From an optimization exercise on the open Yosys and OpenROAD flow, aimed at small area; shortcuts taken in it are not production practice. At most, simulation tests tie the RTL to the original design; equivalence was not proved. The clock input has no modelled driver; a real chip could not lean on it and would need a root buffer or a full tree. Power figures rest on the tool's default switching activity, not on a simulated workload.

==> build 22: inputs <==
// clock_divider
module clock_divider
  #(parameter WIDTH = 8)
(
  input clk_in, nrst,
  input [WIDTH-1:0] scale,
  output clk_out
);
==> module clock_divider, before the edit <==
module clock_divider
  #(parameter WIDTH = 8)
(
  input clk_in, nrst,
  input [WIDTH-1:0] scale,
  output clk_out
);
  localparam [16:0] P_FIRST = 17'b01010111000000010;
  localparam [16:0] P_LAST  = 17'b00101011100000001;
  localparam [16:0] M       = 17'b01010101010101010;
  reg  [16:0] x;
  wire [16:0] p    = x ^ M;
  wire        tick = (p[15:0] == P_LAST[15:0]);
  wire        fb   = ~(p[16] ^ p[11]) ^ tick;
  reg  [7:0] s;
  reg  [7:0] kn;
  reg        out;
  wire       match = ~|(s & kn);
  always @(posedge clk_in) begin
    if (!nrst) begin
      x   <= P_FIRST ^ M;
      s   <= scale;
      kn  <= 8'hFE;
      out <= 1'b0;
    end else begin
      x <= {p[15:0] ^ M[16:1], fb ^ M[0]};
      if (tick) begin
        kn  <= match ? 8'hFE : kn - 8'd1;
        out <= out ^ (match & |s);    
      end
    end
  end
  assign clk_out = out;
endmodule
clock: 10.0 ns
lec_check: 0
cap_margin: 20
core_margin: 2
core_utilization: 20
place_density: 0.6
slew_margin: 20
standard.sh (not shown) runs the stock make flow with config.mk's settings and CLKGATE_MAP_FILE= SYNTH_SCRIPT=/design/flow/synth_recipe.tcl, a recipe that flattens the netlist after the stock synthesis.
==> flow/flow/run.sh <==
#!/bin/bash
# Own layout flow: the standard flow (standard.sh) with three changes:
#  - synthesis is synth_recipe.tcl unchanged, except that ABC maps the logic with an
#    area script (flow/area.abc) instead of ORFS's speed script; registers are mapped
#    before ABC runs, so they are the standard synthesis's;
#  - ports get the smallest buffer (buf_1);
#  - the clock port drives two clkbuf_8 buffers, each driving half of the registers,
#    in place of TritonCTS's tree with dummy loads (flow/clock_buffers.tcl).
# Each tool's log is under orfs/logs/; make's own output is in flow_make.log.
set -euo pipefail
W=$(pwd)
F=$W/flow
{
  echo "proc abc {args} { set i [lsearch -exact \$args -script]; if {\$i >= 0} { lset args [expr {\$i + 1}] $F/area.abc }; yosys abc {*}\$args }"
  cat synth_recipe.tcl
} > my_synth.tcl
sed "s#SYNTH_SCRIPT=[^ ]*#SYNTH_SCRIPT=$W/my_synth.tcl#" standard.sh > my_standard.sh
grep -q "SYNTH_SCRIPT=$W/my_synth.tcl" my_standard.sh
cat > pre_cts.tcl <<EOF
source $F/clock_buffers.tcl
rename clock_tree_synthesis my_tritoncts
proc clock_tree_synthesis {args} { my_clock_buffers sky130_fd_sc_hd__clkbuf_8 2 }
EOF
export PRE_CTS_TCL=$W/pre_cts.tcl
export BUFFER_PORTS_ARGS="-buffer_cell sky130_fd_sc_hd__buf_1"
bash my_standard.sh finish > flow_make.log 2>&1
==> flow/flow/area.abc <==
strash
&get -n
&fraig -x
&put
scorr
dc2
dretime
strash
&get -n
&dch -f
&nf -R 1000
&put
==> flow/flow/clock_buffers.tcl <==
# Clock distribution for a small design: the clock port drives NBUF clock buffers directly,
# each driving one group of registers (the groups split the registers by position).
proc my_clock_buffers { buf_master nbuf } {
  set block [ord::get_db_block]
  set master [[ord::get_db] findMaster $buf_master]
  set clk_net [$block findNet clk_in]
  $clk_net setSigType CLOCK
  set sinks {}
  foreach it [$clk_net getITerms] {
    set loc [[$it getInst] getLocation]
    lappend sinks [list $it [lindex $loc 0] [lindex $loc 1]]
  }
  # split by y into rows of groups, then by x
  set n [llength $sinks]
  set sinks [lsort -integer -index 2 $sinks]
  set groups {}
  set per [expr {int(ceil(double($n) / $nbuf))}]
  for {set g 0} {$g < $nbuf} {incr g} {
    lappend groups [lrange $sinks [expr {$g * $per}] [expr {min($n, ($g + 1) * $per) - 1}]]
  }
  set g 0
  foreach grp $groups {
    if { [llength $grp] == 0 } { continue }
    set net [odb::dbNet_create $block clknet_${g}_clk_in]
    $net setSigType CLOCK
    set inst [odb::dbInst_create $block $master clkbuf_${g}_clk_in]
    set sx 0; set sy 0
    foreach s $grp {
      set it [lindex $s 0]
      set sx [expr {$sx + [lindex $s 1]}]; set sy [expr {$sy + [lindex $s 2]}]
      $it disconnect
      $it connect $net
    }
    foreach it [$inst getITerms] {
      set m [[$it getMTerm] getName]
      if { $m == "A" } { $it connect $clk_net }
      if { $m == "X" } { $it connect $net }
    }
    $inst setLocation [expr {$sx / [llength $grp]}] [expr {$sy / [llength $grp]}]
    $inst setPlacementStatus PLACED
    puts "clock buffer $g ($buf_master) drives [llength $grp] registers"
    incr g
  }
}
==> build 12 (differences from build 22) <==
--- a/flow/config.mk
+++ b/flow/config.mk
@@ -9,3 +9,3 @@
 export CORE_MARGIN = 2
-export CORE_UTILIZATION = 20
+export CORE_UTILIZATION = 40
 export PLACE_DENSITY = 0.6
==> trial 59 (differences from build 22) <==
==> flow/design.v (replaced) <==
module clock_divider
  #(parameter WIDTH = 8)
(
  input clk_in, nrst,
  input [WIDTH-1:0] scale,
  output clk_out
);
  localparam [16:0] P_FIRST = 17'b01010111000000010;
  localparam [16:0] P_LAST  = 17'b00101011100000001;
  reg  [16:0] p;
  wire        tick = (p[15:0] == P_LAST[15:0]);
  wire        fb   = ~(p[16] ^ p[11]) ^ tick;
  reg  [7:0] s;     
  reg  [7:0] k;     
  reg        out;
  always @(posedge clk_in) begin
    if (!nrst) begin
      p   <= P_FIRST;
      s   <= scale;
      k   <= 8'd1;
      out <= 1'b0;
    end else begin
      p <= {p[15:0], fb};
      if (tick) begin
        if (k == s) begin
          k   <= 8'd1;
          out <= out ^ (|s);
        end else begin
          k <= k + 8'd1;
        end
      end
    end
  end
  assign clk_out = out;
endmodule
==> flow/run.sh (new file) <==
#!/bin/bash
# synth_recipe.tcl (not shown) runs the flow's synth.tcl, then flattens the netlist and writes it again
# the make line also repeats each setting of config.mk as NAME=value (left out here)
make -C /OpenROAD-flow-scripts/flow DESIGN_CONFIG=/design/flow/config.mk WORK_HOME=/design/flow/orfs CLKGATE_MAP_FILE= SYNTH_SCRIPT=/design/flow/synth_recipe.tcl finish
--- a/flow/config.mk
+++ b/flow/config.mk
@@ -9,3 +9,3 @@
 export CORE_MARGIN = 2
-export CORE_UTILIZATION = 20
+export CORE_UTILIZATION = 40
 export PLACE_DENSITY = 0.6
removed: flow/flow/run.sh
removed: flow/flow/area.abc
removed: flow/flow/clock_buffers.tcl
removed: flow/standard.sh
==> notes.md <==
Arrival time reported for the critical path endpoint: trial 59 3750 ps; build 22 3710 ps; build 12 3750 ps
Post-route clock skew: trial 59 12.6 ps; build 22 3.99 ps; build 12 1.48 ps
Crit-path max cell delay: trial 59 990 ps; build 22 650 ps; build 12 680 ps
Area of the mapped netlist: trial 59 1390 um2; build 22 1110 um2; build 12 1110 um2
Multiplexer share of the synthesized area: trial 59 0.721%; build 22 0%; build 12 0%
R2R depth: trial 59 4; build 22 7; build 12 7
Clk slew on worst S/H paths: trial 59 110 ps; build 22 100 ps; build 12 100 ps
Synth top area share: trial 59 37.5%; build 22 46.7%; build 12 46.7%
Final estimated routing congestion in global placement: trial 59 0.801; build 22 0.727; build 12 0.803
Die extent in y: trial 59 62.9 um; build 22 78.7 um; build 12 56.8 um
Met2 Track Usage GR: trial 59 20.9%; build 22 11.5%; build 12 20.4%
Compound-Gate Fraction of Synth Area: trial 59 10.7%; build 22 8.75%; build 12 8.75%
Static Leak: trial 59 0.564 nW; build 22 0.415 nW; build 12 0.415 nW
Multi-input combinational cell count: trial 59 79; build 22 60; build 12 60
Syn Inst Count: trial 59 125; build 22 98; build 12 98
Sw frac: trial 59 23.0%; build 22 19.2%; build 12 18.7%
Startpoint of the worst register-to-register path: trial 59 p[3]; build 22 x[2]; build 12 x[2]
Achievable clock frequency: trial 59 0.285 GHz; build 22 0.273 GHz; build 12 0.270 GHz
Netlist cell types: trial 59 32; build 22 22; build 12 22
Length of the first detailed-routing pass in iterations: trial 59 4; build 22 5; build 12 4
Switching power of the nets: trial 59 0.0690 mW; build 22 0.0400 mW; build 12 0.0386 mW
Non-CTS inverters: trial 59 7; build 22 4; build 12 4
Initial Util: trial 59 41.6%; build 22 20.5%; build 12 41.1%
Share of synthesized area occupied by flip-flops and latches: trial 59 54.8%; build 22 68.2%; build 12 68.2%
Outcome: trial 59 finished clean; build 22 finished clean; build 12 finished clean
CP Data Required Time: trial 59 10240 ps; build 22 10050 ps; build 12 10040 ps
No functional check of the RTL was part of trial 59. In build 22 and build 12 the design's own scripts or RTL, not TritonCTS, make the clock network.

---

==> try-umber <==
Starting RTL as in the previous note.
Settings: LEC_CHECK=0, CAP_MARGIN=20, CORE_MARGIN=2, CORE_UTILIZATION=20, PLACE_DENSITY=0.6, SLEW_MARGIN=20; clock period 10.0 ns.
==> flow/flow/run.sh <==
#!/bin/bash
# Own layout flow: the standard flow (standard.sh) with these changes:
#  - synthesis is synth_recipe.tcl, except that ABC maps the logic with several scripts
#    (ORFS's speed script and flow/abc_*.script) and the smallest mapping is kept
#    (flow/abc_pick.tcl), and Yosys's adder extraction (ADDER_MAP_FILE) is off, so adders
#    go through ABC too; registers are mapped before ABC runs, so they are the standard
#    synthesis's;
#  - ports get the smallest buffer (buf_1);
#  - the clock port drives NBUF clock buffers, each driving one group of registers,
#    in place of TritonCTS's tree with dummy loads (flow/clock_buffers.tcl).
# Each tool's log is under orfs/logs/; make's own output is in flow_make.log.
set -euo pipefail
W=$(pwd)
F=$W/flow
CLKBUF=${CLKBUF:-sky130_fd_sc_hd__clkbuf_4}
NBUF=${NBUF:-3}
export FLOW_ABC_SCRIPTS="$(ls $F/abc_*.script | tr '\n' ' ')"
{
  echo "source $F/abc_pick.tcl"
  cat synth_recipe.tcl
} > my_synth.tcl
sed -e "s#SYNTH_SCRIPT=[^ ]*#SYNTH_SCRIPT=$W/my_synth.tcl ADDER_MAP_FILE=#" standard.sh > my_standard.sh
grep -q "SYNTH_SCRIPT=$W/my_synth.tcl ADDER_MAP_FILE=" my_standard.sh
cat > pre_cts.tcl <<EOF
source $F/clock_buffers.tcl
rename clock_tree_synthesis my_tritoncts
proc clock_tree_synthesis {args} { my_clock_buffers $CLKBUF $NBUF }
EOF
export PRE_CTS_TCL=$W/pre_cts.tcl
export BUFFER_PORTS_ARGS="-buffer_cell sky130_fd_sc_hd__buf_1"
bash my_standard.sh finish > flow_make.log 2>&1
==> flow/flow/abc_pick.tcl <==
# Sourced by the synthesis script before ORFS's synth.tcl. Replaces the abc command: ABC maps
# the logic once with each script in FLOW_ABC_SCRIPTS (and ORFS's own), and the mapping with
# the smallest cell area is kept. Registers are mapped before abc runs and are not touched.
proc my_abc_area {} {
  set st [yosys tee -q -s result.string stat {*}$::my_lib_args]
  if {[regexp {Chip area for module[^:]*:\s*([0-9.]+)} $st -> a]} { return $a }
  return 1e18
}
proc abc {args} {
  set i [lsearch -exact $args -script]
  set ::my_lib_args {}
  foreach j [lsearch -all -exact $args -liberty] { lappend ::my_lib_args -liberty [lindex $args [expr {$j + 1}]] }
  yosys design -save my_pre_abc
  set best ""; set best_area 1e18
  foreach s [concat [list [lindex $args [expr {$i + 1}]]] $::env(FLOW_ABC_SCRIPTS)] {
    yosys design -load my_pre_abc
    set a $args; lset a [expr {$i + 1}] $s
    yosys abc {*}$a
    yosys opt_clean -purge
    set area [my_abc_area]
    puts "bench abc script $s: area $area"
    if {$area < $best_area} { set best_area $area; set best $s }
  }
  puts "bench abc: keeping $best (area $best_area)"
  yosys design -load my_pre_abc
  set a $args; lset a [expr {$i + 1}] $best
  yosys abc {*}$a
}
Other scripts of this flow, unchanged in this note and not shown: flow/flow/abc_a.script, flow/flow/abc_b.script, flow/flow/abc_c.script, flow/flow/abc_d.script, flow/flow/clock_buffers.tcl
==> try-onyx: changes against try-umber <==
--- a/flow/design.v
+++ b/flow/design.v
@@ -13,3 +13,3 @@
   wire        tick = (p[15:0] == P_LAST[15:0]);
-  wire        fb   = ~(p[16] ^ p[11]) ^ tick;
+  wire        fb   = ~(p[16] ^ p[11]) & ~tick;
   reg  [7:0] s;
==> flow/flow/abc_e.script (new file) <==
strash
dc2
dc2
&get -n
&dch -f
&nf -R 1000
&put
strash
&get -n
&dch -f
&nf -R 1000
&put
==> flow/flow/abc_f.script (new file) <==
strash
&get -n
&fraig -x
&put
scorr
dc2
dretime
strash
&get -n
&dch -f
&nf -R 1000
&put
strash
&get -n
&dch -f
&nf -R 1000
&put
strash
&get -n
&dch -f
&nf -R 1000
&put
--- a/flow/flow/abc_pick.tcl
+++ b/flow/flow/abc_pick.tcl
@@ -1,4 +1,5 @@
 # Sourced by the synthesis script before ORFS's synth.tcl. Replaces the abc command: ABC maps
-# the logic once with each script in FLOW_ABC_SCRIPTS (and ORFS's own), and the mapping with
-# the smallest cell area is kept. Registers are mapped before abc runs and are not touched.
+# the logic once with ORFS's own script and once with each script in FLOW_ABC_SCRIPTS, and
+# the mapping with the smallest cell area is kept. Registers are mapped before abc runs and
+# are not touched.
 proc my_abc_area {} {
@@ -12,8 +13,9 @@
   foreach j [lsearch -all -exact $args -liberty] { lappend ::my_lib_args -liberty [lindex $args [expr {$j + 1}]] }
+  set orfs_script [lindex $args [expr {$i + 1}]]
   yosys design -save my_pre_abc
-  set best ""; set best_area 1e18
-  foreach s [concat [list [lindex $args [expr {$i + 1}]]] $::env(FLOW_ABC_SCRIPTS)] {
+  set best $orfs_script; set best_area 1e18
+  foreach s [concat [list $orfs_script] $::env(FLOW_ABC_SCRIPTS)] {
     yosys design -load my_pre_abc
     set a $args; lset a [expr {$i + 1}] $s
-    yosys abc {*}$a
+    if {[catch { yosys abc {*}$a } err]} { puts "bench abc script $s failed: $err"; continue }
     yosys opt_clean -purge
- PLACE_DENSITY: 0.6 -> 0.85
==> notes.md <==
- Between try-onyx and try-umber, the lower wire length is in try-onyx (gap about 10%, measured against try-umber).
- Between try-onyx and try-umber, the lower cell area is in try-onyx (gap about 0.8%, measured against try-umber).
- In try-umber the maximum frequency is smaller than in try-onyx, by 2.6%.
- In try-umber the total power is higher than in try-onyx, by 0.99%.
- Of try-umber and try-onyx, try-umber has the higher via count (gap about 5.4%, measured against try-onyx).
- Between try-onyx and try-umber, the lower clock power is in try-onyx (gap about 3%, measured against try-umber).
- Against try-onyx, the register-to-register slack of try-umber is better by 360 ps.
- Between try-onyx and try-umber, the lower combinational power is in try-umber (gap about 2%, measured against try-umber).
- Flip-flop and latch count is the same in try-onyx and try-umber.
- Against try-umber, the die area of try-onyx is smaller by about 0.9%.
==> figures <==
metric	try-onyx	try-umber
Met3 wire length	49 um	66 um
Routed via count divided by cell count	3.76	3.90
Switching part of the total	18.7%	19.5%
Outcome	no timing/DRC/antenna violations	no timing/DRC/antenna violations
Global-route wire length before repair	2820 um	2950 um
Final Worst Setup Slack	6970 ps	6890 ps
Sum of met2 wire segment lengths after detailed routing	727 um	697 um
Vias in the first global route	656	647
Number of nets in the finished design	115	118
Count of non-filler cells in the finished layout	173	176
Largest fanout on the critical path	5	20
Worst reg-to-reg setup slack	6970 ps	7330 ps
Fraction of layout instances using a drive strength above 1	2.91%	2.83%
Part of the total power dissipated in combinational logic	3.3%	3.2%
Count of multi-input combinational gates	55	58
Wire length on met1	744 um	907 um
Count of filler cells inserted in the layout	558	590
Synthesized area	0.00106 mm2	0.00107 mm2
Clock transition at the registers of the reported paths	110 ps	120 ps
Shortest period the worst path allows	3030 ps	3110 ps
Peak clock frequency supported by timing	330 MHz	322 MHz
FF-to-FF path depth	9	10
No run of this note takes its clock network from TritonCTS; it comes from the design's own scripts or RTL.

## afterwards: timing with drivers on the ports
No port has a modelled driver above. Below, the same layouts with a new extraction and two added sets of constraints. Step 1, drivers: a clkbuf_16 drives clk_in and a buf_2 each remaining input, both assumed. Step 2 also shifts input and output timing later by t, the mid clock arrival at the registers, as if the neighbouring blocks saw the same clock. a / b / c = ideal / step 1 / step 2; a / b = the first two.
run | shift t [ns] | setup slack, ns | worst setup path after step 2 | slew at the worst register clock pin (ns) | worst data-port slew with drivers (ns)
build 22 | 0.185 | 6.338 / 6.347 / 6.162 | input to register | 0.10 / 0.10 | 0.05
build 12 | 0.181 | 6.296 / 6.305 / 6.123 | input to register | 0.10 / 0.10 | 0.03
trial 59 | 0.341 | 6.496 / 6.498 / 6.157 | input to register | 0.11 / 0.11 | 0.03
try-umber | 0.197 | 6.892 / 6.894 / 6.697 | input to register | 0.12 / 0.12 | 0.04
try-onyx | 0.191 | 6.973 / 6.973 / 6.795 | input to register | 0.11 / 0.11 | 0.03
After both steps every run listed still meets setup and hold. For trial 59, which loses most, drivers alone change the setup slack by +0.002 ns; drivers and shift together by -0.339 ns.
